Background: an optimization exercise with open tools, aiming at small area, a short achievable clock period and few clock cycles. Do not read the settings as production practice.
Function was checked by simulation only, so behaviour that the tests miss may differ from the original.
Power figures rest on the tool's default switching activity, not on a simulated workload.

File: flow/standard.sh
#!/bin/bash
# synth_recipe.tcl (not shown) runs the flow's synth.tcl, then flattens the netlist and writes it again
# the make line also repeats each setting of config.mk as NAME=value (left out here)
make -C /OpenROAD-flow-scripts/flow DESIGN_CONFIG=/design/flow/config.mk WORK_HOME=/design/flow/orfs CLKGATE_MAP_FILE= SYNTH_SCRIPT=/design/flow/synth_recipe.tcl "${@:-finish}"
File: flow/flow/run.sh
#!/bin/bash
set -uo pipefail
export SETUP_SLACK_MARGIN=6.0
export BUFFER_PORTS_ARGS="-buffer_cell sky130_fd_sc_hd__buf_2"
bash standard.sh > standard.log 2>&1
File: flow/constraint.sdc
create_clock -name core_clock -period 11.0 [get_ports {clk}]
set_input_delay 2.2000 -clock core_clock [delete_from_list [all_inputs] [get_ports {clk}]]
set_output_delay 2.2000 -clock core_clock [all_outputs]
set_load 0.01 [all_outputs]
File: flow/config.mk
export PLATFORM = sky130hd
export DESIGN_NAME = ahb_lite_fir_filter
export DESIGN_NICKNAME = ahb_lite_fir_filter
export VERILOG_FILES = /design/flow/design.v
export SDC_FILE = /design/flow/constraint.sdc
export NUM_CORES = 4
export LEC_CHECK = 0
export CAP_MARGIN = 20
export CORE_MARGIN = 2
export CORE_UTILIZATION = 70
export CTS_BUF_LIST = sky130_fd_sc_hd__clkbuf_16
export CTS_CLUSTER_DIAMETER = 80
export CTS_CLUSTER_SIZE = 25
export SLEW_MARGIN = 20
File: flow/design.v
module fir_mul
(
  input  wire [15:0] a,
  input  wire [8:0]  one,
  input  wire [7:0]  two,
  input  wire [7:0]  neg,
  output wire [15:0] m
);
  wire pp1;
  wire pp2;
  wire pp3;
  wire pp4;
  wire pp5;
  wire pp6;
  wire pp7;
  wire pp8;
  wire pp9;
  wire pp10;
  wire pp11;
  wire pp12;
  wire pp13;
  wire pp14;
  wire pp15;
  wire pp16;
  wire pp17;
  wire pp18;
  wire pp19;
  wire pp20;
  wire pp21;
  wire pp22;
  wire pp23;
  wire pp24;
  wire pp25;
  wire pp26;
  wire pp27;
  wire pp28;
  wire pp29;
  wire pp30;
  wire pp31;
  wire pp32;
  wire pp33;
  wire pp34;
  wire pp35;
  wire pp36;
  wire pp37;
  wire pp38;
  wire pp39;
  wire pp40;
  wire pp41;
  wire pp42;
  wire pp43;
  wire pp44;
  wire pp45;
  wire pp46;
  wire pp47;
  wire pp48;
  wire pp49;
  wire pp50;
  wire pp51;
  wire pp52;
  wire pp53;
  wire pp54;
  wire pp55;
  wire pp56;
  wire pp57;
  wire pp58;
  wire pp59;
  wire pp60;
  wire pp61;
  wire pp62;
  wire pp63;
  wire pp64;
  wire pp65;
  wire pp66;
  wire pp67;
  wire pp68;
  wire pp69;
  wire pp70;
  wire pp71;
  wire pp72;
  wire pp73;
  wire pp74;
  wire pp75;
  wire pp76;
  wire pp77;
  wire pp78;
  wire pp79;
  wire pp80;
  wire pp81;
  wire pp82;
  wire pp83;
  wire pp84;
  wire pp85;
  wire pp86;
  wire pp87;
  wire pp88;
  wire pp89;
  wire pp90;
  wire pp91;
  wire pp92;
  wire pp93;
  wire pp94;
  wire pp95;
  wire pp96;
  wire pp97;
  wire pp98;
  wire pp99;
  wire pp100;
  wire pp101;
  wire pp102;
  wire pp103;
  wire pp104;
  wire pp105;
  wire pp106;
  wire pp107;
  wire pp108;
  wire pp109;
  wire pp110;
  wire pp111;
  wire pp112;
  wire pp113;
  wire pp114;
  wire pp115;
  wire pp116;
  wire pp117;
  wire pp118;
  wire pp119;
  wire pp120;
  wire pp121;
  wire pp122;
  wire pp123;
  wire pp124;
  wire pp125;
  wire pp126;
  wire pp127;
  wire pp128;
  wire pp129;
  wire pp130;
  wire pp131;
  wire pp132;
  wire pp133;
  wire pp134;
  wire pp135;
  wire pp136;
  wire pp137;
  wire pp138;
  wire pp139;
  wire pp140;
  wire pp141;
  wire pp142;
  wire pp143;
  wire pp144;
  wire pp145;
  wire pp146;
  wire pp147;
  wire pp148;
  wire pp149;
  wire pp150;
  wire pp151;
  wire pp152;
  wire s153;
  wire c154;
  wire s155;
  wire c156;
  wire s157;
  wire c158;
  wire s159;
  wire c160;
  wire s161;
  wire c162;
  wire s163;
  wire c164;
  wire s165;
  wire c166;
  wire s167;
  wire c168;
  wire s169;
  wire c170;
  wire s171;
  wire c172;
  wire s173;
  wire c174;
  wire s175;
  wire c176;
  wire s177;
  wire c178;
  wire s179;
  wire c180;
  wire s181;
  wire c182;
  wire s183;
  wire c184;
  wire s185;
  wire c186;
  wire s187;
  wire c188;
  wire s189;
  wire c190;
  wire s191;
  wire c192;
  wire s193;
  wire c194;
  wire s195;
  wire c196;
  wire s197;
  wire c198;
  wire s199;
  wire c200;
  wire s201;
  wire c202;
  wire s203;
  wire c204;
  wire s205;
  wire c206;
  wire s207;
  wire c208;
  wire s209;
  wire c210;
  wire s211;
  wire c212;
  wire s213;
  wire c214;
  wire s215;
  wire c216;
  wire s217;
  wire c218;
  wire s219;
  wire c220;
  wire s221;
  wire c222;
  wire s223;
  wire c224;
  wire s225;
  wire c226;
  wire s227;
  wire c228;
  wire s229;
  wire c230;
  wire s231;
  wire c232;
  wire s233;
  wire c234;
  wire s235;
  wire c236;
  wire s237;
  wire c238;
  wire s239;
  wire c240;
  wire s241;
  wire c242;
  wire s243;
  wire c244;
  wire s245;
  wire c246;
  wire s247;
  wire c248;
  wire s249;
  wire c250;
  wire s251;
  wire c252;
  wire s253;
  wire c254;
  wire s255;
  wire c256;
  wire s257;
  wire c258;
  wire s259;
  wire c260;
  wire s261;
  wire c262;
  wire s263;
  wire c264;
  wire s265;
  wire c266;
  wire s267;
  wire c268;
  wire s269;
  wire c270;
  wire s271;
  wire c272;
  wire s273;
  wire c274;
  wire s275;
  wire c276;
  wire s277;
  wire c278;
  wire s279;
  wire c280;
  wire s281;
  wire c282;
  wire s283;
  wire c284;
  wire s285;
  wire c286;
  wire s287;
  wire c288;
  wire s289;
  wire c290;
  wire s291;
  wire c292;
  wire s293;
  wire c294;
  wire s295;
  wire c296;
  wire s297;
  wire c298;
  wire s299;
  wire c300;
  wire s301;
  wire c302;
  wire s303;
  wire c304;
  wire s305;
  wire c306;
  wire s307;
  wire c308;
  wire s309;
  wire c310;
  wire s311;
  wire c312;
  wire s313;
  wire c314;
  wire s315;
  wire c316;
  wire s317;
  wire c318;
  wire s319;
  wire c320;
  wire s321;
  wire c322;
  wire s323;
  wire c324;
  wire s325;
  wire c326;
  wire s327;
  wire c328;
  wire s329;
  wire c330;
  wire s331;
  wire c332;
  wire s333;
  wire c334;
  wire s335;
  wire c336;
  wire s337;
  wire c338;
  wire s339;
  wire c340;
  wire s341;
  wire c342;
  wire s343;
  wire c344;
  wire s345;
  wire c346;
  wire s347;
  wire c348;
  wire s349;
  wire c350;
  wire s351;
  wire c352;
  wire s353;
  wire c354;
  wire s355;
  wire c356;
  wire s357;
  wire c358;
  wire s359;
  wire c360;
  wire s361;
  wire c362;
  wire s363;
  wire c364;
  wire s365;
  wire c366;
  wire s367;
  wire c368;
  wire s369;
  wire c370;
  wire s371;
  wire c372;
  wire s373;
  wire c374;
  wire s375;
  wire c376;
  wire s377;
  wire c378;
  wire s379;
  wire c380;
  wire s381;
  wire c382;
  wire s383;
  wire c384;
  wire s385;
  wire c386;
  wire s387;
  wire c388;
  wire s389;
  wire c390;
  wire s391;
  wire c392;
  wire s393;
  wire c394;
  wire s395;
  wire c396;
  wire s397;
  wire c398;
  wire s399;
  wire c400;
  wire s401;
  wire c402;
  wire s403;
  wire c404;
  wire s405;
  wire c406;
  wire s407;
  wire c408;
  wire s409;
  wire c410;
  wire s411;
  wire c412;
  wire s413;
  wire c414;
  assign pp1 = ((one[0] & a[0])) ^ neg[0];
  assign pp2 = ((one[0] & a[1]) | (two[0] & a[0])) ^ neg[0];
  assign pp3 = ((one[0] & a[2]) | (two[0] & a[1])) ^ neg[0];
  assign pp4 = ((one[0] & a[3]) | (two[0] & a[2])) ^ neg[0];
  assign pp5 = ((one[0] & a[4]) | (two[0] & a[3])) ^ neg[0];
  assign pp6 = ((one[0] & a[5]) | (two[0] & a[4])) ^ neg[0];
  assign pp7 = ((one[0] & a[6]) | (two[0] & a[5])) ^ neg[0];
  assign pp8 = ((one[0] & a[7]) | (two[0] & a[6])) ^ neg[0];
  assign pp9 = ((one[0] & a[8]) | (two[0] & a[7])) ^ neg[0];
  assign pp10 = ((one[0] & a[9]) | (two[0] & a[8])) ^ neg[0];
  assign pp11 = ((one[0] & a[10]) | (two[0] & a[9])) ^ neg[0];
  assign pp12 = ((one[0] & a[11]) | (two[0] & a[10])) ^ neg[0];
  assign pp13 = ((one[0] & a[12]) | (two[0] & a[11])) ^ neg[0];
  assign pp14 = ((one[0] & a[13]) | (two[0] & a[12])) ^ neg[0];
  assign pp15 = ((one[0] & a[14]) | (two[0] & a[13])) ^ neg[0];
  assign pp16 = ((one[0] & a[15]) | (two[0] & a[14])) ^ neg[0];
  assign pp17 = ((two[0] & a[15])) ^ neg[0];
  assign pp18 = ((one[1] & a[0])) ^ neg[1];
  assign pp19 = ((one[1] & a[1]) | (two[1] & a[0])) ^ neg[1];
  assign pp20 = ((one[1] & a[2]) | (two[1] & a[1])) ^ neg[1];
  assign pp21 = ((one[1] & a[3]) | (two[1] & a[2])) ^ neg[1];
  assign pp22 = ((one[1] & a[4]) | (two[1] & a[3])) ^ neg[1];
  assign pp23 = ((one[1] & a[5]) | (two[1] & a[4])) ^ neg[1];
  assign pp24 = ((one[1] & a[6]) | (two[1] & a[5])) ^ neg[1];
  assign pp25 = ((one[1] & a[7]) | (two[1] & a[6])) ^ neg[1];
  assign pp26 = ((one[1] & a[8]) | (two[1] & a[7])) ^ neg[1];
  assign pp27 = ((one[1] & a[9]) | (two[1] & a[8])) ^ neg[1];
  assign pp28 = ((one[1] & a[10]) | (two[1] & a[9])) ^ neg[1];
  assign pp29 = ((one[1] & a[11]) | (two[1] & a[10])) ^ neg[1];
  assign pp30 = ((one[1] & a[12]) | (two[1] & a[11])) ^ neg[1];
  assign pp31 = ((one[1] & a[13]) | (two[1] & a[12])) ^ neg[1];
  assign pp32 = ((one[1] & a[14]) | (two[1] & a[13])) ^ neg[1];
  assign pp33 = ((one[1] & a[15]) | (two[1] & a[14])) ^ neg[1];
  assign pp34 = ((two[1] & a[15])) ^ neg[1];
  assign pp35 = ((one[2] & a[0])) ^ neg[2];
  assign pp36 = ((one[2] & a[1]) | (two[2] & a[0])) ^ neg[2];
  assign pp37 = ((one[2] & a[2]) | (two[2] & a[1])) ^ neg[2];
  assign pp38 = ((one[2] & a[3]) | (two[2] & a[2])) ^ neg[2];
  assign pp39 = ((one[2] & a[4]) | (two[2] & a[3])) ^ neg[2];
  assign pp40 = ((one[2] & a[5]) | (two[2] & a[4])) ^ neg[2];
  assign pp41 = ((one[2] & a[6]) | (two[2] & a[5])) ^ neg[2];
  assign pp42 = ((one[2] & a[7]) | (two[2] & a[6])) ^ neg[2];
  assign pp43 = ((one[2] & a[8]) | (two[2] & a[7])) ^ neg[2];
  assign pp44 = ((one[2] & a[9]) | (two[2] & a[8])) ^ neg[2];
  assign pp45 = ((one[2] & a[10]) | (two[2] & a[9])) ^ neg[2];
  assign pp46 = ((one[2] & a[11]) | (two[2] & a[10])) ^ neg[2];
  assign pp47 = ((one[2] & a[12]) | (two[2] & a[11])) ^ neg[2];
  assign pp48 = ((one[2] & a[13]) | (two[2] & a[12])) ^ neg[2];
  assign pp49 = ((one[2] & a[14]) | (two[2] & a[13])) ^ neg[2];
  assign pp50 = ((one[2] & a[15]) | (two[2] & a[14])) ^ neg[2];
  assign pp51 = ((two[2] & a[15])) ^ neg[2];
  assign pp52 = ((one[3] & a[0])) ^ neg[3];
  assign pp53 = ((one[3] & a[1]) | (two[3] & a[0])) ^ neg[3];
  assign pp54 = ((one[3] & a[2]) | (two[3] & a[1])) ^ neg[3];
  assign pp55 = ((one[3] & a[3]) | (two[3] & a[2])) ^ neg[3];
  assign pp56 = ((one[3] & a[4]) | (two[3] & a[3])) ^ neg[3];
  assign pp57 = ((one[3] & a[5]) | (two[3] & a[4])) ^ neg[3];
  assign pp58 = ((one[3] & a[6]) | (two[3] & a[5])) ^ neg[3];
  assign pp59 = ((one[3] & a[7]) | (two[3] & a[6])) ^ neg[3];
  assign pp60 = ((one[3] & a[8]) | (two[3] & a[7])) ^ neg[3];
  assign pp61 = ((one[3] & a[9]) | (two[3] & a[8])) ^ neg[3];
  assign pp62 = ((one[3] & a[10]) | (two[3] & a[9])) ^ neg[3];
  assign pp63 = ((one[3] & a[11]) | (two[3] & a[10])) ^ neg[3];
  assign pp64 = ((one[3] & a[12]) | (two[3] & a[11])) ^ neg[3];
  assign pp65 = ((one[3] & a[13]) | (two[3] & a[12])) ^ neg[3];
  assign pp66 = ((one[3] & a[14]) | (two[3] & a[13])) ^ neg[3];
  assign pp67 = ((one[3] & a[15]) | (two[3] & a[14])) ^ neg[3];
  assign pp68 = ((two[3] & a[15])) ^ neg[3];
  assign pp69 = ((one[4] & a[0])) ^ neg[4];
  assign pp70 = ((one[4] & a[1]) | (two[4] & a[0])) ^ neg[4];
  assign pp71 = ((one[4] & a[2]) | (two[4] & a[1])) ^ neg[4];
  assign pp72 = ((one[4] & a[3]) | (two[4] & a[2])) ^ neg[4];
  assign pp73 = ((one[4] & a[4]) | (two[4] & a[3])) ^ neg[4];
  assign pp74 = ((one[4] & a[5]) | (two[4] & a[4])) ^ neg[4];
  assign pp75 = ((one[4] & a[6]) | (two[4] & a[5])) ^ neg[4];
  assign pp76 = ((one[4] & a[7]) | (two[4] & a[6])) ^ neg[4];
  assign pp77 = ((one[4] & a[8]) | (two[4] & a[7])) ^ neg[4];
  assign pp78 = ((one[4] & a[9]) | (two[4] & a[8])) ^ neg[4];
  assign pp79 = ((one[4] & a[10]) | (two[4] & a[9])) ^ neg[4];
  assign pp80 = ((one[4] & a[11]) | (two[4] & a[10])) ^ neg[4];
  assign pp81 = ((one[4] & a[12]) | (two[4] & a[11])) ^ neg[4];
  assign pp82 = ((one[4] & a[13]) | (two[4] & a[12])) ^ neg[4];
  assign pp83 = ((one[4] & a[14]) | (two[4] & a[13])) ^ neg[4];
  assign pp84 = ((one[4] & a[15]) | (two[4] & a[14])) ^ neg[4];
  assign pp85 = ((two[4] & a[15])) ^ neg[4];
  assign pp86 = ((one[5] & a[0])) ^ neg[5];
  assign pp87 = ((one[5] & a[1]) | (two[5] & a[0])) ^ neg[5];
  assign pp88 = ((one[5] & a[2]) | (two[5] & a[1])) ^ neg[5];
  assign pp89 = ((one[5] & a[3]) | (two[5] & a[2])) ^ neg[5];
  assign pp90 = ((one[5] & a[4]) | (two[5] & a[3])) ^ neg[5];
  assign pp91 = ((one[5] & a[5]) | (two[5] & a[4])) ^ neg[5];
  assign pp92 = ((one[5] & a[6]) | (two[5] & a[5])) ^ neg[5];
  assign pp93 = ((one[5] & a[7]) | (two[5] & a[6])) ^ neg[5];
  assign pp94 = ((one[5] & a[8]) | (two[5] & a[7])) ^ neg[5];
  assign pp95 = ((one[5] & a[9]) | (two[5] & a[8])) ^ neg[5];
  assign pp96 = ((one[5] & a[10]) | (two[5] & a[9])) ^ neg[5];
  assign pp97 = ((one[5] & a[11]) | (two[5] & a[10])) ^ neg[5];
  assign pp98 = ((one[5] & a[12]) | (two[5] & a[11])) ^ neg[5];
  assign pp99 = ((one[5] & a[13]) | (two[5] & a[12])) ^ neg[5];
  assign pp100 = ((one[5] & a[14]) | (two[5] & a[13])) ^ neg[5];
  assign pp101 = ((one[5] & a[15]) | (two[5] & a[14])) ^ neg[5];
  assign pp102 = ((two[5] & a[15])) ^ neg[5];
  assign pp103 = ((one[6] & a[0])) ^ neg[6];
  assign pp104 = ((one[6] & a[1]) | (two[6] & a[0])) ^ neg[6];
  assign pp105 = ((one[6] & a[2]) | (two[6] & a[1])) ^ neg[6];
  assign pp106 = ((one[6] & a[3]) | (two[6] & a[2])) ^ neg[6];
  assign pp107 = ((one[6] & a[4]) | (two[6] & a[3])) ^ neg[6];
  assign pp108 = ((one[6] & a[5]) | (two[6] & a[4])) ^ neg[6];
  assign pp109 = ((one[6] & a[6]) | (two[6] & a[5])) ^ neg[6];
  assign pp110 = ((one[6] & a[7]) | (two[6] & a[6])) ^ neg[6];
  assign pp111 = ((one[6] & a[8]) | (two[6] & a[7])) ^ neg[6];
  assign pp112 = ((one[6] & a[9]) | (two[6] & a[8])) ^ neg[6];
  assign pp113 = ((one[6] & a[10]) | (two[6] & a[9])) ^ neg[6];
  assign pp114 = ((one[6] & a[11]) | (two[6] & a[10])) ^ neg[6];
  assign pp115 = ((one[6] & a[12]) | (two[6] & a[11])) ^ neg[6];
  assign pp116 = ((one[6] & a[13]) | (two[6] & a[12])) ^ neg[6];
  assign pp117 = ((one[6] & a[14]) | (two[6] & a[13])) ^ neg[6];
  assign pp118 = ((one[6] & a[15]) | (two[6] & a[14])) ^ neg[6];
  assign pp119 = ((two[6] & a[15])) ^ neg[6];
  assign pp120 = ((one[7] & a[0])) ^ neg[7];
  assign pp121 = ((one[7] & a[1]) | (two[7] & a[0])) ^ neg[7];
  assign pp122 = ((one[7] & a[2]) | (two[7] & a[1])) ^ neg[7];
  assign pp123 = ((one[7] & a[3]) | (two[7] & a[2])) ^ neg[7];
  assign pp124 = ((one[7] & a[4]) | (two[7] & a[3])) ^ neg[7];
  assign pp125 = ((one[7] & a[5]) | (two[7] & a[4])) ^ neg[7];
  assign pp126 = ((one[7] & a[6]) | (two[7] & a[5])) ^ neg[7];
  assign pp127 = ((one[7] & a[7]) | (two[7] & a[6])) ^ neg[7];
  assign pp128 = ((one[7] & a[8]) | (two[7] & a[7])) ^ neg[7];
  assign pp129 = ((one[7] & a[9]) | (two[7] & a[8])) ^ neg[7];
  assign pp130 = ((one[7] & a[10]) | (two[7] & a[9])) ^ neg[7];
  assign pp131 = ((one[7] & a[11]) | (two[7] & a[10])) ^ neg[7];
  assign pp132 = ((one[7] & a[12]) | (two[7] & a[11])) ^ neg[7];
  assign pp133 = ((one[7] & a[13]) | (two[7] & a[12])) ^ neg[7];
  assign pp134 = ((one[7] & a[14]) | (two[7] & a[13])) ^ neg[7];
  assign pp135 = ((one[7] & a[15]) | (two[7] & a[14])) ^ neg[7];
  assign pp136 = ((two[7] & a[15])) ^ neg[7];
  assign pp137 = one[8] & a[0];
  assign pp138 = one[8] & a[1];
  assign pp139 = one[8] & a[2];
  assign pp140 = one[8] & a[3];
  assign pp141 = one[8] & a[4];
  assign pp142 = one[8] & a[5];
  assign pp143 = one[8] & a[6];
  assign pp144 = one[8] & a[7];
  assign pp145 = one[8] & a[8];
  assign pp146 = one[8] & a[9];
  assign pp147 = one[8] & a[10];
  assign pp148 = one[8] & a[11];
  assign pp149 = one[8] & a[12];
  assign pp150 = one[8] & a[13];
  assign pp151 = one[8] & a[14];
  assign pp152 = one[8] & a[15];
  assign s153 = pp11 ^ pp26;
  assign c154 = pp11 & pp26;
  assign s155 = pp12 ^ pp27;
  assign c156 = pp12 & pp27;
  assign s157 = pp13 ^ pp28 ^ pp43;
  assign c158 = (pp13 & pp28) | (pp13 & pp43) | (pp28 & pp43);
  assign s159 = pp58 ^ pp73;
  assign c160 = pp58 & pp73;
  assign s161 = pp14 ^ pp29 ^ pp44;
  assign c162 = (pp14 & pp29) | (pp14 & pp44) | (pp29 & pp44);
  assign s163 = pp59 ^ pp74;
  assign c164 = pp59 & pp74;
  assign s165 = pp15 ^ pp30 ^ pp45;
  assign c166 = (pp15 & pp30) | (pp15 & pp45) | (pp30 & pp45);
  assign s167 = pp60 ^ pp75 ^ pp90;
  assign c168 = (pp60 & pp75) | (pp60 & pp90) | (pp75 & pp90);
  assign s169 = pp105 ^ pp120;
  assign c170 = pp105 & pp120;
  assign s171 = pp16 ^ pp31 ^ pp46;
  assign c172 = (pp16 & pp31) | (pp16 & pp46) | (pp31 & pp46);
  assign s173 = pp61 ^ pp76 ^ pp91;
  assign c174 = (pp61 & pp76) | (pp61 & pp91) | (pp76 & pp91);
  assign s175 = pp106 ^ pp121;
  assign c176 = pp106 & pp121;
  assign s177 = pp17 ^ pp32 ^ pp47;
  assign c178 = (pp17 & pp32) | (pp17 & pp47) | (pp32 & pp47);
  assign s179 = pp62 ^ pp77 ^ pp92;
  assign c180 = (pp62 & pp77) | (pp62 & pp92) | (pp77 & pp92);
  assign s181 = pp107 ^ pp122 ^ pp137;
  assign c182 = (pp107 & pp122) | (pp107 & pp137) | (pp122 & pp137);
  assign s183 = pp33 ^ pp48 ^ pp63;
  assign c184 = (pp33 & pp48) | (pp33 & pp63) | (pp48 & pp63);
  assign s185 = pp78 ^ pp93 ^ pp108;
  assign c186 = (pp78 & pp93) | (pp78 & pp108) | (pp93 & pp108);
  assign s187 = pp123 ^ pp138 ^ neg[0];
  assign c188 = (pp123 & pp138) | (pp123 & neg[0]) | (pp138 & neg[0]);
  assign s189 = pp34 ^ pp49 ^ pp64;
  assign c190 = (pp34 & pp49) | (pp34 & pp64) | (pp49 & pp64);
  assign s191 = pp79 ^ pp94 ^ pp109;
  assign c192 = (pp79 & pp94) | (pp79 & pp109) | (pp94 & pp109);
  assign s193 = pp124 ^ pp139 ^ neg[0];
  assign c194 = (pp124 & pp139) | (pp124 & neg[0]) | (pp139 & neg[0]);
  assign s195 = pp50 ^ pp65 ^ pp80;
  assign c196 = (pp50 & pp65) | (pp50 & pp80) | (pp65 & pp80);
  assign s197 = pp95 ^ pp110 ^ pp125;
  assign c198 = (pp95 & pp110) | (pp95 & pp125) | (pp110 & pp125);
  assign s199 = pp140 ^ ~neg[0] ^ ~neg[1];
  assign c200 = (pp140 & ~neg[0]) | (pp140 & ~neg[1]) | (~neg[0] & ~neg[1]);
  assign s201 = pp51 ^ pp66 ^ pp81;
  assign c202 = (pp51 & pp66) | (pp51 & pp81) | (pp66 & pp81);
  assign s203 = pp96 ^ pp111 ^ pp126;
  assign c204 = (pp96 & pp111) | (pp96 & pp126) | (pp111 & pp126);
  assign s205 = pp141 ^ 1'b1;
  assign c206 = pp141 & 1'b1;
  assign s207 = pp67 ^ pp82 ^ pp97;
  assign c208 = (pp67 & pp82) | (pp67 & pp97) | (pp82 & pp97);
  assign s209 = pp112 ^ pp127 ^ pp142;
  assign c210 = (pp112 & pp127) | (pp112 & pp142) | (pp127 & pp142);
  assign s211 = pp68 ^ pp83 ^ pp98;
  assign c212 = (pp68 & pp83) | (pp68 & pp98) | (pp83 & pp98);
  assign s213 = pp113 ^ pp128;
  assign c214 = pp113 & pp128;
  assign s215 = pp84 ^ pp99 ^ pp114;
  assign c216 = (pp84 & pp99) | (pp84 & pp114) | (pp99 & pp114);
  assign s217 = pp85 ^ pp100;
  assign c218 = pp85 & pp100;
  assign s219 = pp7 ^ pp22;
  assign c220 = pp7 & pp22;
  assign s221 = pp8 ^ pp23;
  assign c222 = pp8 & pp23;
  assign s223 = pp9 ^ pp24 ^ pp39;
  assign c224 = (pp9 & pp24) | (pp9 & pp39) | (pp24 & pp39);
  assign s225 = pp54 ^ pp69;
  assign c226 = pp54 & pp69;
  assign s227 = pp10 ^ pp25 ^ pp40;
  assign c228 = (pp10 & pp25) | (pp10 & pp40) | (pp25 & pp40);
  assign s229 = pp55 ^ pp70;
  assign c230 = pp55 & pp70;
  assign s231 = s153 ^ pp41 ^ pp56;
  assign c232 = (s153 & pp41) | (s153 & pp56) | (pp41 & pp56);
  assign s233 = pp71 ^ pp86 ^ neg[5];
  assign c234 = (pp71 & pp86) | (pp71 & neg[5]) | (pp86 & neg[5]);
  assign s235 = c154 ^ s155 ^ pp42;
  assign c236 = (c154 & s155) | (c154 & pp42) | (s155 & pp42);
  assign s237 = pp57 ^ pp72 ^ pp87;
  assign c238 = (pp57 & pp72) | (pp57 & pp87) | (pp72 & pp87);
  assign s239 = c156 ^ s157 ^ s159;
  assign c240 = (c156 & s157) | (c156 & s159) | (s157 & s159);
  assign s241 = pp88 ^ pp103 ^ neg[6];
  assign c242 = (pp88 & pp103) | (pp88 & neg[6]) | (pp103 & neg[6]);
  assign s243 = c158 ^ c160 ^ s161;
  assign c244 = (c158 & c160) | (c158 & s161) | (c160 & s161);
  assign s245 = s163 ^ pp89 ^ pp104;
  assign c246 = (s163 & pp89) | (s163 & pp104) | (pp89 & pp104);
  assign s247 = c162 ^ c164 ^ s165;
  assign c248 = (c162 & c164) | (c162 & s165) | (c164 & s165);
  assign s249 = s167 ^ s169 ^ neg[7];
  assign c250 = (s167 & s169) | (s167 & neg[7]) | (s169 & neg[7]);
  assign s251 = c166 ^ c168 ^ c170;
  assign c252 = (c166 & c168) | (c166 & c170) | (c168 & c170);
  assign s253 = s171 ^ s173 ^ s175;
  assign c254 = (s171 & s173) | (s171 & s175) | (s173 & s175);
  assign s255 = c172 ^ c174 ^ c176;
  assign c256 = (c172 & c174) | (c172 & c176) | (c174 & c176);
  assign s257 = s177 ^ s179 ^ s181;
  assign c258 = (s177 & s179) | (s177 & s181) | (s179 & s181);
  assign s259 = c178 ^ c180 ^ c182;
  assign c260 = (c178 & c180) | (c178 & c182) | (c180 & c182);
  assign s261 = s183 ^ s185 ^ s187;
  assign c262 = (s183 & s185) | (s183 & s187) | (s185 & s187);
  assign s263 = c184 ^ c186 ^ c188;
  assign c264 = (c184 & c186) | (c184 & c188) | (c186 & c188);
  assign s265 = s189 ^ s191 ^ s193;
  assign c266 = (s189 & s191) | (s189 & s193) | (s191 & s193);
  assign s267 = c190 ^ c192 ^ c194;
  assign c268 = (c190 & c192) | (c190 & c194) | (c192 & c194);
  assign s269 = s195 ^ s197 ^ s199;
  assign c270 = (s195 & s197) | (s195 & s199) | (s197 & s199);
  assign s271 = c196 ^ c198 ^ c200;
  assign c272 = (c196 & c198) | (c196 & c200) | (c198 & c200);
  assign s273 = s201 ^ s203 ^ s205;
  assign c274 = (s201 & s203) | (s201 & s205) | (s203 & s205);
  assign s275 = c202 ^ c204 ^ c206;
  assign c276 = (c202 & c204) | (c202 & c206) | (c204 & c206);
  assign s277 = s207 ^ s209 ^ ~neg[2];
  assign c278 = (s207 & s209) | (s207 & ~neg[2]) | (s209 & ~neg[2]);
  assign s279 = c208 ^ c210 ^ s211;
  assign c280 = (c208 & c210) | (c208 & s211) | (c210 & s211);
  assign s281 = s213 ^ pp143 ^ 1'b1;
  assign c282 = (s213 & pp143) | (s213 & 1'b1) | (pp143 & 1'b1);
  assign s283 = c212 ^ c214 ^ s215;
  assign c284 = (c212 & c214) | (c212 & s215) | (c214 & s215);
  assign s285 = pp129 ^ pp144 ^ ~neg[3];
  assign c286 = (pp129 & pp144) | (pp129 & ~neg[3]) | (pp144 & ~neg[3]);
  assign s287 = c216 ^ s217 ^ pp115;
  assign c288 = (c216 & s217) | (c216 & pp115) | (s217 & pp115);
  assign s289 = pp130 ^ pp145 ^ 1'b1;
  assign c290 = (pp130 & pp145) | (pp130 & 1'b1) | (pp145 & 1'b1);
  assign s291 = c218 ^ pp101 ^ pp116;
  assign c292 = (c218 & pp101) | (c218 & pp116) | (pp101 & pp116);
  assign s293 = pp131 ^ pp146 ^ ~neg[4];
  assign c294 = (pp131 & pp146) | (pp131 & ~neg[4]) | (pp146 & ~neg[4]);
  assign s295 = pp102 ^ pp117 ^ pp132;
  assign c296 = (pp102 & pp117) | (pp102 & pp132) | (pp117 & pp132);
  assign s297 = pp147 ^ 1'b1;
  assign c298 = pp147 & 1'b1;
  assign s299 = pp118 ^ pp133 ^ pp148;
  assign c300 = (pp118 & pp133) | (pp118 & pp148) | (pp133 & pp148);
  assign s301 = pp119 ^ pp134;
  assign c302 = pp119 & pp134;
  assign s303 = pp5 ^ pp20;
  assign c304 = pp5 & pp20;
  assign s305 = pp6 ^ pp21;
  assign c306 = pp6 & pp21;
  assign s307 = s219 ^ pp37 ^ pp52;
  assign c308 = (s219 & pp37) | (s219 & pp52) | (pp37 & pp52);
  assign s309 = c220 ^ s221 ^ pp38;
  assign c310 = (c220 & s221) | (c220 & pp38) | (s221 & pp38);
  assign s311 = c222 ^ s223 ^ s225;
  assign c312 = (c222 & s223) | (c222 & s225) | (s223 & s225);
  assign s313 = c224 ^ c226 ^ s227;
  assign c314 = (c224 & c226) | (c224 & s227) | (c226 & s227);
  assign s315 = c228 ^ c230 ^ s231;
  assign c316 = (c228 & c230) | (c228 & s231) | (c230 & s231);
  assign s317 = c232 ^ c234 ^ s235;
  assign c318 = (c232 & c234) | (c232 & s235) | (c234 & s235);
  assign s319 = c236 ^ c238 ^ s239;
  assign c320 = (c236 & c238) | (c236 & s239) | (c238 & s239);
  assign s321 = c240 ^ c242 ^ s243;
  assign c322 = (c240 & c242) | (c240 & s243) | (c242 & s243);
  assign s323 = c244 ^ c246 ^ s247;
  assign c324 = (c244 & c246) | (c244 & s247) | (c246 & s247);
  assign s325 = c248 ^ c250 ^ s251;
  assign c326 = (c248 & c250) | (c248 & s251) | (c250 & s251);
  assign s327 = c252 ^ c254 ^ s255;
  assign c328 = (c252 & c254) | (c252 & s255) | (c254 & s255);
  assign s329 = c256 ^ c258 ^ s259;
  assign c330 = (c256 & c258) | (c256 & s259) | (c258 & s259);
  assign s331 = c260 ^ c262 ^ s263;
  assign c332 = (c260 & c262) | (c260 & s263) | (c262 & s263);
  assign s333 = c264 ^ c266 ^ s267;
  assign c334 = (c264 & c266) | (c264 & s267) | (c266 & s267);
  assign s335 = c268 ^ c270 ^ s271;
  assign c336 = (c268 & c270) | (c268 & s271) | (c270 & s271);
  assign s337 = c272 ^ c274 ^ s275;
  assign c338 = (c272 & c274) | (c272 & s275) | (c274 & s275);
  assign s339 = c276 ^ c278 ^ s279;
  assign c340 = (c276 & c278) | (c276 & s279) | (c278 & s279);
  assign s341 = c280 ^ c282 ^ s283;
  assign c342 = (c280 & c282) | (c280 & s283) | (c282 & s283);
  assign s343 = c284 ^ c286 ^ s287;
  assign c344 = (c284 & c286) | (c284 & s287) | (c286 & s287);
  assign s345 = c288 ^ c290 ^ s291;
  assign c346 = (c288 & c290) | (c288 & s291) | (c290 & s291);
  assign s347 = c292 ^ c294 ^ s295;
  assign c348 = (c292 & c294) | (c292 & s295) | (c294 & s295);
  assign s349 = c296 ^ c298 ^ s299;
  assign c350 = (c296 & c298) | (c296 & s299) | (c298 & s299);
  assign s351 = c300 ^ s301 ^ pp149;
  assign c352 = (c300 & s301) | (c300 & pp149) | (s301 & pp149);
  assign s353 = c302 ^ pp135 ^ pp150;
  assign c354 = (c302 & pp135) | (c302 & pp150) | (pp135 & pp150);
  assign s355 = pp136 ^ pp151;
  assign c356 = pp136 & pp151;
  assign s357 = pp3 ^ pp18;
  assign c358 = pp3 & pp18;
  assign s359 = pp4 ^ pp19;
  assign c360 = pp4 & pp19;
  assign s361 = s303 ^ pp35 ^ neg[2];
  assign c362 = (s303 & pp35) | (s303 & neg[2]) | (pp35 & neg[2]);
  assign s363 = c304 ^ s305 ^ pp36;
  assign c364 = (c304 & s305) | (c304 & pp36) | (s305 & pp36);
  assign s365 = c306 ^ s307 ^ neg[3];
  assign c366 = (c306 & s307) | (c306 & neg[3]) | (s307 & neg[3]);
  assign s367 = c308 ^ s309 ^ pp53;
  assign c368 = (c308 & s309) | (c308 & pp53) | (s309 & pp53);
  assign s369 = c310 ^ s311 ^ neg[4];
  assign c370 = (c310 & s311) | (c310 & neg[4]) | (s311 & neg[4]);
  assign s371 = c312 ^ s313 ^ s229;
  assign c372 = (c312 & s313) | (c312 & s229) | (s313 & s229);
  assign s373 = c314 ^ s315 ^ s233;
  assign c374 = (c314 & s315) | (c314 & s233) | (s315 & s233);
  assign s375 = c316 ^ s317 ^ s237;
  assign c376 = (c316 & s317) | (c316 & s237) | (s317 & s237);
  assign s377 = c318 ^ s319 ^ s241;
  assign c378 = (c318 & s319) | (c318 & s241) | (s319 & s241);
  assign s379 = c320 ^ s321 ^ s245;
  assign c380 = (c320 & s321) | (c320 & s245) | (s321 & s245);
  assign s381 = c322 ^ s323 ^ s249;
  assign c382 = (c322 & s323) | (c322 & s249) | (s323 & s249);
  assign s383 = c324 ^ s325 ^ s253;
  assign c384 = (c324 & s325) | (c324 & s253) | (s325 & s253);
  assign s385 = c326 ^ s327 ^ s257;
  assign c386 = (c326 & s327) | (c326 & s257) | (s327 & s257);
  assign s387 = c328 ^ s329 ^ s261;
  assign c388 = (c328 & s329) | (c328 & s261) | (s329 & s261);
  assign s389 = c330 ^ s331 ^ s265;
  assign c390 = (c330 & s331) | (c330 & s265) | (s331 & s265);
  assign s391 = c332 ^ s333 ^ s269;
  assign c392 = (c332 & s333) | (c332 & s269) | (s333 & s269);
  assign s393 = c334 ^ s335 ^ s273;
  assign c394 = (c334 & s335) | (c334 & s273) | (s335 & s273);
  assign s395 = c336 ^ s337 ^ s277;
  assign c396 = (c336 & s337) | (c336 & s277) | (s337 & s277);
  assign s397 = c338 ^ s339 ^ s281;
  assign c398 = (c338 & s339) | (c338 & s281) | (s339 & s281);
  assign s399 = c340 ^ s341 ^ s285;
  assign c400 = (c340 & s341) | (c340 & s285) | (s341 & s285);
  assign s401 = c342 ^ s343 ^ s289;
  assign c402 = (c342 & s343) | (c342 & s289) | (s343 & s289);
  assign s403 = c344 ^ s345 ^ s293;
  assign c404 = (c344 & s345) | (c344 & s293) | (s345 & s293);
  assign s405 = c346 ^ s347 ^ s297;
  assign c406 = (c346 & s347) | (c346 & s297) | (s347 & s297);
  assign s407 = c348 ^ s349 ^ ~neg[5];
  assign c408 = (c348 & s349) | (c348 & ~neg[5]) | (s349 & ~neg[5]);
  assign s409 = c350 ^ s351 ^ 1'b1;
  assign c410 = (c350 & s351) | (c350 & 1'b1) | (s351 & 1'b1);
  assign s411 = c352 ^ s353 ^ ~neg[6];
  assign c412 = (c352 & s353) | (c352 & ~neg[6]) | (s353 & ~neg[6]);
  assign s413 = c354 ^ s355 ^ 1'b1;
  assign c414 = (c354 & s355) | (c354 & 1'b1) | (s355 & 1'b1);
  wire [30:0] r0 = {c412, c410, c408, c406, c404, c402, c400, c398, c396, c394, c392, c390, c388, c386, c384, c382, c380, c378, c376, c374, c372, c370, c368, c366, c364, c362, c360, c358, s357, pp2, pp1};
  wire [30:0] r1 = {s413, s411, s409, s407, s405, s403, s401, s399, s397, s395, s393, s391, s389, s387, s385, s383, s381, s379, s377, s375, s373, s371, s369, s367, s365, s363, s361, s359, neg[1], 1'b0, neg[0]};
  wire [30:0] g0 = r0 & r1;
  wire [30:0] p0 = r0 ^ r1;
  wire G1 = g0[1] | (p0[1] & g0[0]);
  wire P1 = p0[1] & p0[0];
  wire G2 = g0[3] | (p0[3] & g0[2]);
  wire P2 = p0[3] & p0[2];
  wire G3 = g0[5] | (p0[5] & g0[4]);
  wire P3 = p0[5] & p0[4];
  wire G4 = g0[7] | (p0[7] & g0[6]);
  wire P4 = p0[7] & p0[6];
  wire G5 = g0[9] | (p0[9] & g0[8]);
  wire P5 = p0[9] & p0[8];
  wire G6 = g0[11] | (p0[11] & g0[10]);
  wire P6 = p0[11] & p0[10];
  wire G7 = g0[13] | (p0[13] & g0[12]);
  wire P7 = p0[13] & p0[12];
  wire G8 = g0[15] | (p0[15] & g0[14]);
  wire P8 = p0[15] & p0[14];
  wire G9 = g0[17] | (p0[17] & g0[16]);
  wire P9 = p0[17] & p0[16];
  wire G10 = g0[19] | (p0[19] & g0[18]);
  wire P10 = p0[19] & p0[18];
  wire G11 = g0[21] | (p0[21] & g0[20]);
  wire P11 = p0[21] & p0[20];
  wire G12 = g0[23] | (p0[23] & g0[22]);
  wire P12 = p0[23] & p0[22];
  wire G13 = g0[25] | (p0[25] & g0[24]);
  wire P13 = p0[25] & p0[24];
  wire G14 = g0[27] | (p0[27] & g0[26]);
  wire P14 = p0[27] & p0[26];
  wire G15 = g0[29] | (p0[29] & g0[28]);
  wire P15 = p0[29] & p0[28];
  wire G16 = g0[2] | (p0[2] & G1);
  wire P16 = p0[2] & P1;
  wire G17 = G2 | (P2 & G1);
  wire P17 = P2 & P1;
  wire G18 = g0[6] | (p0[6] & G3);
  wire P18 = p0[6] & P3;
  wire G19 = G4 | (P4 & G3);
  wire P19 = P4 & P3;
  wire G20 = g0[10] | (p0[10] & G5);
  wire P20 = p0[10] & P5;
  wire G21 = G6 | (P6 & G5);
  wire P21 = P6 & P5;
  wire G22 = g0[14] | (p0[14] & G7);
  wire P22 = p0[14] & P7;
  wire G23 = G8 | (P8 & G7);
  wire P23 = P8 & P7;
  wire G24 = g0[18] | (p0[18] & G9);
  wire P24 = p0[18] & P9;
  wire G25 = G10 | (P10 & G9);
  wire P25 = P10 & P9;
  wire G26 = g0[22] | (p0[22] & G11);
  wire P26 = p0[22] & P11;
  wire G27 = G12 | (P12 & G11);
  wire P27 = P12 & P11;
  wire G28 = g0[26] | (p0[26] & G13);
  wire P28 = p0[26] & P13;
  wire G29 = G14 | (P14 & G13);
  wire P29 = P14 & P13;
  wire G30 = g0[30] | (p0[30] & G15);
  wire P30 = p0[30] & P15;
  wire G31 = g0[4] | (p0[4] & G17);
  wire P31 = p0[4] & P17;
  wire G32 = G3 | (P3 & G17);
  wire P32 = P3 & P17;
  wire G33 = G18 | (P18 & G17);
  wire P33 = P18 & P17;
  wire G34 = G19 | (P19 & G17);
  wire P34 = P19 & P17;
  wire G35 = g0[12] | (p0[12] & G21);
  wire P35 = p0[12] & P21;
  wire G36 = G7 | (P7 & G21);
  wire P36 = P7 & P21;
  wire G37 = G22 | (P22 & G21);
  wire P37 = P22 & P21;
  wire G38 = G23 | (P23 & G21);
  wire P38 = P23 & P21;
  wire G39 = g0[20] | (p0[20] & G25);
  wire P39 = p0[20] & P25;
  wire G40 = G11 | (P11 & G25);
  wire P40 = P11 & P25;
  wire G41 = G26 | (P26 & G25);
  wire P41 = P26 & P25;
  wire G42 = G27 | (P27 & G25);
  wire P42 = P27 & P25;
  wire G43 = g0[28] | (p0[28] & G29);
  wire P43 = p0[28] & P29;
  wire G44 = G15 | (P15 & G29);
  wire P44 = P15 & P29;
  wire G45 = G30 | (P30 & G29);
  wire P45 = P30 & P29;
  wire G46 = g0[8] | (p0[8] & G34);
  wire P46 = p0[8] & P34;
  wire G47 = G5 | (P5 & G34);
  wire P47 = P5 & P34;
  wire G48 = G20 | (P20 & G34);
  wire P48 = P20 & P34;
  wire G49 = G21 | (P21 & G34);
  wire P49 = P21 & P34;
  wire G50 = G35 | (P35 & G34);
  wire P50 = P35 & P34;
  wire G51 = G36 | (P36 & G34);
  wire P51 = P36 & P34;
  wire G52 = G37 | (P37 & G34);
  wire P52 = P37 & P34;
  wire G53 = G38 | (P38 & G34);
  wire P53 = P38 & P34;
  wire G54 = g0[24] | (p0[24] & G42);
  wire P54 = p0[24] & P42;
  wire G55 = G13 | (P13 & G42);
  wire P55 = P13 & P42;
  wire G56 = G28 | (P28 & G42);
  wire P56 = P28 & P42;
  wire G57 = G29 | (P29 & G42);
  wire P57 = P29 & P42;
  wire G58 = G43 | (P43 & G42);
  wire P58 = P43 & P42;
  wire G59 = G44 | (P44 & G42);
  wire P59 = P44 & P42;
  wire G60 = G45 | (P45 & G42);
  wire P60 = P45 & P42;
  wire G61 = g0[16] | (p0[16] & G53);
  wire P61 = p0[16] & P53;
  wire G62 = G9 | (P9 & G53);
  wire P62 = P9 & P53;
  wire G63 = G24 | (P24 & G53);
  wire P63 = P24 & P53;
  wire G64 = G25 | (P25 & G53);
  wire P64 = P25 & P53;
  wire G65 = G39 | (P39 & G53);
  wire P65 = P39 & P53;
  wire G66 = G40 | (P40 & G53);
  wire P66 = P40 & P53;
  wire G67 = G41 | (P41 & G53);
  wire P67 = P41 & P53;
  wire G68 = G42 | (P42 & G53);
  wire P68 = P42 & P53;
  wire G69 = G54 | (P54 & G53);
  wire P69 = P54 & P53;
  wire G70 = G55 | (P55 & G53);
  wire P70 = P55 & P53;
  wire G71 = G56 | (P56 & G53);
  wire P71 = P56 & P53;
  wire G72 = G57 | (P57 & G53);
  wire P72 = P57 & P53;
  wire G73 = G58 | (P58 & G53);
  wire P73 = P58 & P53;
  wire G74 = G59 | (P59 & G53);
  wire P74 = P59 & P53;
  wire G75 = G60 | (P60 & G53);
  wire P75 = P60 & P53;
  assign m[0] = p0[15] ^ G52;
  assign m[1] = p0[16] ^ G53;
  assign m[2] = p0[17] ^ G61;
  assign m[3] = p0[18] ^ G62;
  assign m[4] = p0[19] ^ G63;
  assign m[5] = p0[20] ^ G64;
  assign m[6] = p0[21] ^ G65;
  assign m[7] = p0[22] ^ G66;
  assign m[8] = p0[23] ^ G67;
  assign m[9] = p0[24] ^ G68;
  assign m[10] = p0[25] ^ G69;
  assign m[11] = p0[26] ^ G70;
  assign m[12] = p0[27] ^ G71;
  assign m[13] = p0[28] ^ G72;
  assign m[14] = p0[29] ^ G73;
  assign m[15] = p0[30] ^ G74;
endmodule
module fir_booth
(
  input  wire [15:0] b,
  output wire [8:0]  one,
  output wire [7:0]  two,
  output wire [7:0]  neg
);
  wire [16:0] bx = {b, 1'b0};
  genvar i;
  generate
    for (i = 0; i < 8; i = i + 1) begin : dig
      wire h = bx[2*i+2], m = bx[2*i+1], l = bx[2*i];
      assign one[i] = m ^ l;
      assign two[i] = (h & ~m & ~l) | (~h & m & l);
      assign neg[i] = h & ~(m & l);
    end
  endgenerate
  assign one[8] = b[15];
endmodule
module ahb_lite_fir_filter
(
  input  wire        clk,
  input  wire        n_rst,
  input  wire        hsel,
  input  wire [3:0]  haddr,
  input  wire        hsize,
  input  wire [1:0]  htrans,
  input  wire        hwrite,
  input  wire [15:0] hwdata,
  output reg  [15:0] hrdata,
  output reg         hresp
);
  wire xfer   = hsel & (htrans == 2'd2);
  wire wr_ok  = (haddr >= 4'd4) & (haddr <= 4'd14);
  always_comb hresp = xfer & (hwrite ? ~wr_ok : (haddr == 4'd15));
  reg        wp;           
  reg [3:0]  pa;           
  reg        ps;           
  always_ff @(posedge clk, negedge n_rst)
    if (!n_rst) wp <= 1'b0;
    else        wp <= xfer & hwrite & wr_ok;
  always_ff @(posedge clk) begin
    pa <= haddr;
    ps <= hsize;
  end
  wire wlo = wp & (ps | ~pa[0]);
  wire whi = wp & (ps |  pa[0]);
  reg [15:0] smp;                  
  reg [15:0] f0, f1, f2, f3;       
  reg [15:0] c0, c1, c2, c3;       
  reg [15:0] x1, x2;               
  reg        vc, vx1, vx2;         
  reg [17:0] acc;                  
  reg [15:0] res;                  
  reg        err;
  reg [15:0] mr;                   
  reg [15:0] ma;                   
  reg [8:0]  bone;                 
  reg [7:0]  btwo, bneg;
  reg s_0;                         
  reg u;                           
  reg s_c1;                        
  reg s_c2;                        
  reg s_c3;                        
  reg s_a3;                        
  reg g2;                          
  wire sel_smp = pa[3:1] == 3'd2;
  wire start   = wp & sel_smp;
  wire wr14    = wp & (pa == 4'd14);
  wire load    = wr14 & hwdata[0];
  wire [15:0] smp_n = {whi & sel_smp ? hwdata[15:8] : smp[15:8],
                       wlo & sel_smp ? hwdata[7:0]  : smp[7:0]};
  function automatic gt16(input [15:0] a, input [15:0] b);
    reg [15:0] g, l;
    integer w, i;
    g = a & ~b;
    l = ~a & b;
    for (w = 1; w < 16; w = w * 2)
      for (i = 0; i < 16; i = i + 2 * w) begin
        g[i] = g[i + w] | (~l[i + w] & g[i]);
        l[i] = l[i + w] | (~g[i + w] & l[i]);
      end
    gt16 = g[0];
  endfunction
  reg  [15:0] bn;
  wire [8:0]  bn_one;
  wire [7:0]  bn_two, bn_neg;
  wire [15:0] m;
  always_comb
    bn = ({16{start & vc}} & c0) | ({16{s_0 & vc}} & c1) |
         ({16{s_c1 & vc}} & c2) | ({16{s_c2 & vc}} & c3);
  fir_booth ENC (.b(bn), .one(bn_one), .two(bn_two), .neg(bn_neg));
  always_ff @(posedge clk) begin
    ma <= ({16{start | wr14 | s_0}} & smp_n) | ({16{s_c1 & vx1}} & x1) |
          ({16{s_c2 & vx2}} & x2);
    bone <= bn_one;
    btwo <= bn_two;
    bneg <= bn_neg;
  end
  fir_mul MUL (.a(ma), .one(bone), .two(btwo), .neg(bneg), .m(m));
  wire        mgt  = gt16(mr, acc[15:0]);
  wire        dneg = acc[17] | mgt;
  wire        sub  = g2 | s_c3;
  wire [17:0] opa  = s_c2 ? 18'd0 : acc;
  wire [17:0] opb  = sub ? ~{2'b0, mr} : {2'b0, mr};
  wire        cin  = s_c3 | (g2 & ~dneg);
  wire [17:0] sum  = opa + opb + {17'd0, cin};
  wire err_now = (~acc[17] & acc[16]) | (acc[17] & mgt);
  always_ff @(posedge clk)
    mr <= m;
  always_ff @(posedge clk, negedge n_rst) begin
    if (!n_rst) begin
      smp <= '0;
      f0 <= '0; f1 <= '0; f2 <= '0; f3 <= '0;
      vc <= 1'b0; vx1 <= 1'b0; vx2 <= 1'b0;
      acc <= '0;
      res <= '0;
      err <= 1'b0;
      s_0 <= 1'b0; u <= 1'b0; s_c1 <= 1'b0; s_c2 <= 1'b0; s_c3 <= 1'b0;
      s_a3 <= 1'b0; g2 <= 1'b0;
    end else begin
      smp <= smp_n;
      if (wlo && pa[3:1] == 3'd3) f0[7:0]  <= hwdata[7:0];
      if (whi && pa[3:1] == 3'd3) f0[15:8] <= hwdata[15:8];
      if (wlo && pa[3:1] == 3'd4) f1[7:0]  <= hwdata[7:0];
      if (whi && pa[3:1] == 3'd4) f1[15:8] <= hwdata[15:8];
      if (wlo && pa[3:1] == 3'd5) f2[7:0]  <= hwdata[7:0];
      if (whi && pa[3:1] == 3'd5) f2[15:8] <= hwdata[15:8];
      if (wlo && pa[3:1] == 3'd6) f3[7:0]  <= hwdata[7:0];
      if (whi && pa[3:1] == 3'd6) f3[15:8] <= hwdata[15:8];
      if (start) begin
        vx1 <= 1'b1;
        vx2 <= vx1;
      end
      if (load)
        vc <= 1'b1;
      s_0  <= start | load;
      u    <= start;
      s_c1 <= s_0;
      g2   <= s_0 & u;
      s_c2 <= s_c1;
      s_c3 <= s_c2;
      s_a3 <= s_c3;
      if (load)
        err <= 1'b0;
      else if (g2)
        err <= err_now;
      if (g2)
        res <= sum[15:0] ^ {16{dneg}};
      if (s_c2 | s_c3 | s_a3)
        acc <= sum;
    end
  end
  always_ff @(posedge clk) begin
    if (start) begin
      x1 <= smp;
      x2 <= x1;
    end
    if (load) begin
      c0 <= f0; c1 <= f1; c2 <= f2; c3 <= f3;
    end
  end
  reg [6:0] rlo, rhi;
  wire      rd = xfer & ~hwrite;
  always_ff @(posedge clk) begin
    for (int k = 0; k < 7; k++) begin
      rlo[k] <= rd & (haddr[3:1] == k) & (hsize | ~haddr[0]);
      rhi[k] <= rd & (haddr[3:1] == k) & (hsize |  haddr[0]);
    end
  end
  wire [15:0] g0 = {7'b0, g2 ? err_now : err, 7'b0, s_0};
  wire [15:0] r_hl [0:6];
  assign r_hl[0] = g0;
  assign r_hl[1] = res;
  assign r_hl[2] = smp;
  assign r_hl[3] = f0;
  assign r_hl[4] = f1;
  assign r_hl[5] = f2;
  assign r_hl[6] = f3;
  always_comb begin
    hrdata = 16'd0;
    for (int k = 0; k < 7; k++)
      hrdata = hrdata | ({{8{rhi[k]}}, {8{rlo[k]}}} & r_hl[k]);
  end
endmodule
==> impl_metrics.tcl, run 1 <==
set metrics [dict create \
    grt_use_total_pct 32.9 \
    max_stage_delay_ns 0.21 \
    combinationalPowerShare_pct 13.5 \
    first_iter_violations 1308 \
    area_growth_pct 7.46 \
    rr_startpoint "bneg[0]" \
    dp_cells 1984 \
    ios 44 \
    grt_max_degree 79 \
    drive_above_1_share_pct 16.5 \
    synth-seq-cells 298 \
    final_cells 2049 \
    synth_top_cell_area_share_pct 17.1 \
    ys_types 75 \
    htree_levels 1 \
    cts_hold_buf 0 \
    fmax_mhz 202 \
    postRouteAntennaNets 0 \
    layout_min_cycle_time_ns 4.96 \
    num_antenna_cells 0 \
    dr.pass1.iters 8 \
    synth_fp_nets 1918 \
    top_register "acc" \
    min_from "s_c1" \
    rsz0062_at_grt "yes" \
    setup_slack_ns 6.04 \
    ys_seq_area_share_pct 40.9 \
    final-setup-viol-count 0 \
    power.internal_mw 1.60 \
    worst_ep_required_time_ns 8.80 \
    cp_data_arrival_time_ns 2.76 \
    cts_made_buffers 16 \
    r2r-end "mr[15]" \
    grt_pass1_wl_um 72200 \
    clock_latency_ns 0.51 \
    core_um2 26000 \
    synth_ff_type "dfrtp_1" \
    die_x_um 167 \
    vdd_drop_max_v 0.000144 \
    largest_reg_flops 18 \
    worst-slew-pin-transition_ns 1.06 \
    finalMaxSlewViolations 0 \
    antenna_found_initial 0 \
    place_hpwl_um 31900 \
    yosysTopAreaCell "dfrtp_1" \
    rrSetupSlack_ns 6.07 \
    cts-root-buf "clkbuf_16" \
    synth_area_per_cell_um2 10.8 \
    cts.sinks 298 \
    syn_area_um2 18500 \
    clkTransAtPathRegs_ns 0.11 \
    remaining_drc_errors 0 \
    postRouteWirelength_um 46200 \
    place_area_um2 18800 \
    slew_headroom_pct 29.3 \
    worstSetupPathType "in -> out" \
    num_vias 13200 \
    seqPwrFrac_pct 57.0 \
    fin_util_pct 76.5 \
    cp_max_fo 4 \
    cp_slowest_cell "nand3b_1" \
    end_kind "output pin" \
    dieHeight_um 167 \
    hp-class "reg -> reg" \
    place.gp.congestion 0.898 \
    yosys_warnings 1 \
    clk_path_buf_depth 3 \
    max_cap_viol_count 0 \
    syn_inst 1713 \
    nNetsFinal 1909 \
    setup_tns_ns 0 \
    io_buffers 43 \
    crit_chain "buf_6 -> nand3b_1 -> a21oi_2 -> buf_2" \
    grt-ovfl-total 0 \
    fin_crit_sh_pct 45.1 \
    skew_ns 0.0276 \
    synth-edff-count 96 \
    fin_total_pwr_mw 2.17 \
    final_cell_area_um2 19900 \
    vias_per_cell 6.43 \
    cts_tree "built" \
    fp-row-count 59 \
    p_per_area_nw_per_um2 109 \
    reg2regPathDepth 17 \
    wire_per_inst_um 22.6 \
    switchingPower_uw 564 \
    start_util_pct 71.2 \
    post-place-ws_ns 5.44 \
    hold_violations 0 \
    first_global_vias 13100 \
    clock_power_share_pct 29.6 \
    finalHoldWorstSlack_ns 0.428 \
    ys_top_cells_by_area "dfrtp_1, edfxtp_1, fa_1" \
    min_to "s_c2" \
    min_path_cells 0 \
    crit_path_start_kind "input pin" \
    p_leak_nw 8.44 \
    switching_share_pct 26.1 \
    die_area_um2 27700 \
    ys_async_sr_fraction_pct 42.3 \
    status "timing/DRC/antenna clean" \
]
worst max path at each step:
| stage | startpoint | slack (ns) | endpoint |
|---|---|---|---|
| after global placement | ma[7] | 5.53 | mr[15] |
| after floorplan | bneg[0] | 6.01 | mr[15] |
| after CTS | bneg[5] | 5.96 | mr[15] |
| after detailed placement | ma[9] | 5.44 | mr[15] |
| final | htrans[0] | 6.04 | hresp |
| after global routing | bneg[0] | 5.91 | mr[15] |
cell type report:
| class | instances | area, um^2 |
|---|---|---|
| fillers | 1800 | 6110 |
| multi-input cells | 1111 | 9970 |
| clock buffers | 17 | 425 |
| flip-flops and latches | 298 | 7660 |
| inverters | 181 | 679 |
| clock inverters | 11 | 63.8 |
| well taps | 335 | 419 |
| repair buffers | 96 | 658 |
cell usage after synthesis, types with 11 or more instances:
library cell,number
a21o_1,16
mux2_2,78
mux2i_1,18
and2_1,15
nand2_1,100
nand3_1,29
a21oi_1,27
a22oi_1,182
nor2b_1,19
and4_1,11
nand2b_1,15
dfxtp_1,76
dfrtp_1,126
xnor2_1,161
ha_1,71
clkbuf_1,113
o21ai_0,45
xor2_1,31
nor3_1,16
nor2_1,59
edfxtp_1,96
inv_1,177
fa_1,107
power groups by stage:
stage | clock (mW) | combinational, mW | sequential (mW)
final | 0.641 | 0.291 | 1.23
after global routing | 0.686 | 0.320 | 1.24
after CTS | 0.648 | 0.285 | 1.23
after detailed placement | 0 | 0.281 | 1.26
after global placement | 0 | 0.272 | 1.26
after floorplan | 0 | 0.221 | 1.24
routing by layer:
metal  routed length, um  GRT usage, %  share of wire (%)
met5                   0             0                  0
met2               22400          55.1                 49
met3                3330          2.85                7.2
met4                1600          9.93                3.5
met1               18900          46.5                 41
repair_timing:
item / in CTS / in global routing
setup endpoints to repair: 17 / 15
pin swaps: 2 / 20
gates resized for setup: 59 / 49
setup buffers: 1 / 36
gates cloned: 0 / 0
logic make-up (layout without fill, tap and decap cells):
| logic type | after synthesis | in the layout | share of synthesized area [%] |
|---|---|---|---|
| fa+ha+maj | 180 | 180 | 16.5 |
| simple gates | 306 | 306 | 8.27 |
| buf+inv | 304 | 305 | 6.28 |
| mux | 96 | 96 | 5.72 |
| flops | 298 | 298 | 40.9 |
| xor+xnor | 192 | 192 | 9.09 |
| compound gates | 337 | 337 | 13.3 |
cell usage in the layout (no fill, tap or decap), drive strengths merged, types with 18 or more instances in the layout:
master  count
o21ai      46
fa        107
xor2       31
buf        91
nand2     100
xnor2     161
edfxtp     96
a22oi     182
clkbuf     22
dfrtp     126
nand3      29
mux2       78
inv       191
nor2       61
dfxtp      76
ha         71
nor2b      19
a21oi      28
mux2i      18
worst max-delay path, delay by kind of cell:
| family | cells | cell delay, ns |
|---|---|---|
| compound gates | 1 | 0.13 |
| simple gates | 1 | 0.21 |
| buf+inv | 2 | 0.23 |
Testbench counts, summed over its fixed seeds: cycles 4,104.
==> run 2: changes to the inputs <==
--- a/flow/config.mk
+++ b/flow/config.mk
@@ -8,5 +8,5 @@
 export CAP_MARGIN = 20
 export CORE_MARGIN = 2
-export CORE_UTILIZATION = 70
+export CORE_UTILIZATION = 40
 export CTS_BUF_LIST = sky130_fd_sc_hd__clkbuf_16
 export CTS_CLUSTER_DIAMETER = 80
==> run 2 against run 1 <==
Fmax down 0.28%. Wire length up 2.7%. Clock skew down 0.0025 ns. First-iteration DRC count down 38%. Worst setup slack worse by 0.014 ns. Critical path depth unchanged. Sequential share of layout area down 1.1 points. Count of clock-buffer cells in the layout up 2. Still clean on timing, DRC and antenna. Final cell count up 14%. Worst hold slack worse by 0.024 ns.
==> impl_metrics.tcl, run 2 <==
set metrics [dict create \
    start_util_pct 40.7 \
    max_cap_viol_count 0 \
    synth-seq-cells 298 \
    ys_async_sr_fraction_pct 42.3 \
    min_path_cells 0 \
    fp-row-count 78 \
    ios 44 \
    p_leak_nw 8.55 \
    worst_ep_required_time_ns 8.80 \
    cts_hold_buf 0 \
    crit_path_start_kind "input pin" \
    antenna_found_initial 0 \
    synth.most_common_cell "a22oi_1" \
    dr.pass1.iters 6 \
    layout_min_cycle_time_ns 4.97 \
    netlist_top_cells_count "a22oi_1, inv_1, xnor2_1" \
    cp-startpoint "haddr[1]" \
    layout_commonest_cell "inv_1" \
    remaining_drc_errors 0 \
    post-place-ws_ns 5.18 \
    rsz0062_at_grt "yes" \
    die_x_um 219 \
    die_area_um2 48000 \
    worstSetupPathType "in -> out" \
    worst-slew-pin-transition_ns 1.08 \
    rr_startpoint "btwo[1]" \
    min_from "s_c1" \
    setup_tns_ns 0 \
    largest_reg_flops 18 \
    htree_levels 1 \
    fmax_mhz 201 \
    cp_max_fo 9 \
    cp_slowest_cell "a21oi_2" \
    final_cell_area_um2 20400 \
    hp-class "reg -> reg" \
    grt_pass1_wl_um 72900 \
    clkTransAtPathRegs_ns 0.10 \
    grt_use_total_pct 19.5 \
    postRouteAntennaNets 0 \
    wire_per_inst_um 20.4 \
    place_area_um2 19100 \
    drive_above_1_share_pct 18.0 \
    postRouteWirelength_um 47500 \
    end_kind "output pin" \
    nNetsFinal 1920 \
    yosysTopAreaCell "dfrtp_1" \
    cts.sinks 298 \
    first_global_vias 12600 \
    crit_family "buffers and inverters" \
    yosys_warnings 1 \
    core_um2 45500 \
    clock_latency_ns 0.52 \
    syn_area_um2 18500 \
    ys_types 75 \
    reg2regPathDepth 17 \
    fin_crit_sh_pct 45.2 \
    cp_data_arrival_time_ns 2.77 \
    cts_made_buffers 18 \
    grt-ovfl-total 0 \
    slew_headroom_pct 27.4 \
    p_per_area_nw_per_um2 111 \
    synth_top_cell_area_share_pct 17.1 \
    place.gp.congestion 0.857 \
    cp_num_cells 4 \
    skew_ns 0.0251 \
    top_register "acc" \
    first_iter_violations 814 \
    num_antenna_cells 0 \
    ys_top_cells_by_area "dfrtp_1, edfxtp_1, fa_1" \
    area_growth_pct 10.5 \
    vdd_drop_max_v 0.000120 \
    num_vias 12700 \
    max_stage_delay_ns 0.15 \
    io_buffers 43 \
    finalMaxSlewViolations 0 \
    final_cell_mix "inv_1, a22oi_1, xnor2_1, dfrtp_1, fa_1" \
    cts_tree "built" \
    setup_slack_ns 6.03 \
    final-setup-viol-count 0 \
    place_hpwl_um 34100 \
    hold_violations 0 \
    syn_inst 1713 \
    synth_fp_nets 1918 \
    vias_per_cell 5.48 \
    ys_seq_area_share_pct 40.9 \
    synth-edff-count 96 \
    clk_path_buf_depth 3 \
    grt_max_degree 75 \
    status "timing/DRC/antenna clean" \
    synth_ff_type "dfrtp_1" \
    synth_area_per_cell_um2 10.8 \
    cts-root-buf "clkbuf_16" \
    crit_chain "buf_4 -> nand4_1 -> a21oi_2 -> buf_2" \
    dieHeight_um 219 \
    worst-path-buf-inv 2 \
]
run 2: metrics by stage:
step | utilization, % | hold slack (ns) | cells | power (mW)
after floorplan | - | 0.359 | 1713 | 1.46
after global placement | 42.0 | 0.370 | 2245 | 1.54
after detailed placement | 42.0 | 0.372 | 2245 | 1.55
after CTS | 43.7 | 0.397 | 2279 | 2.27
after global routing | 44.9 | 0.421 | 2327 | 2.35
final | 44.9 | 0.404 | 2327 | 2.26
run 2: layout make-up:
type | count | area (um^2)
Timing Repair Buffer | 105 | 727
Clock inverter | 13 | 123
Inverter | 181 | 679
Tap cell | 600 | 751
Multi-Input combinational cell | 1111 | 10000
Clock buffer | 19 | 475
Sequential cell | 298 | 7650
Fill cell | 4296 | 25000
run 2: timing repair:
item                                    in CTS  in global routing
pin swaps                                    4                 17
endpoints found under the setup margin      19                 17
gates resized for setup                     66                 49
setup buffers                                2                 47
run 2: worst reg2reg max path: cells and delay by family (launching register included):
kind | cells | cell delay [ns]
simple gates | 3 | 0.49
flops | 1 | 0.40
compound gates | 7 | 1.38
fa+ha+maj | 5 | 2.21
xor+xnor | 1 | 0.22
buf+inv | 1 | 0.05
run 2: where the power goes:
part	internal, mW	switching [mW]	total, mW
sequential	1.19	0.0437	1.23
combinational	0.130	0.169	0.299
clock	0.332	0.400	0.732
total	1.65	0.612	2.26
run 2: final timing paths:
| path | end | slack (ns) |
|---|---|---|
| min | s_c2 | 0.40 |
| max reg2reg | mr[15] | 6.14 |
| min in group asynchronous | f3[9] | 1.74 |
| max in group asynchronous | f1[1] | 8.00 |
| max | hresp | 6.03 |
| min reg2reg | s_c2 | 0.40 |
run 2: cell families after synthesis:
family / count (synthesis) / synth area share, %
and+or+nand+nor: 306 / 8.27
muxes: 96 / 5.72
AOI/OAI and AO/OA: 337 / 13.3
DFF: 298 / 40.9
adders and majority gates: 180 / 16.5
xor gates and xnor gates: 192 / 9.09
buffers and inverters: 304 / 6.28
run 2: per-layer routing:
layer  vias up  GRT usage (%)  share of wire (%)
met5         -              0                  0
met4         0           5.83                3.0
met3        65           2.76                5.7
met2       331           31.6                 47
met1      6465           27.2                 44
li1       5885              -                  -

==> what the ideal ports hide <==
In the flow no input, the clock included, has a driving cell. The finished layouts below were timed again as built, in two steps. Step 1 sets driving cells, clkbuf_16 on the clock port and buf_2 on the other inputs (assumed; they add their load-dependent delay and slew). Step 2 adds t to the input delays and takes it off the output delays; t is the mean of the earliest and latest rising clock arrival at the registers after step 1. Input paths then give back, and output paths get back, about the clock's delay inside the block. Slacks: no drivers / after step 1 / after step 2; pairs: no drivers / after step 1.
run | t (ns) | slack for setup (ns) | worst register clock-pin slew, ns
run 1 | 0.546 | 6.039 / 6.009 / 6.009 | 0.11 / 0.11
run 2 | 0.554 | 6.025 / 5.975 / 5.975 | 0.10 / 0.10
After both steps setup and hold are still met in every run listed. For run 2, which loses most, drivers alone change the setup slack by -0.050 ns; drivers and shift together by -0.050 ns.
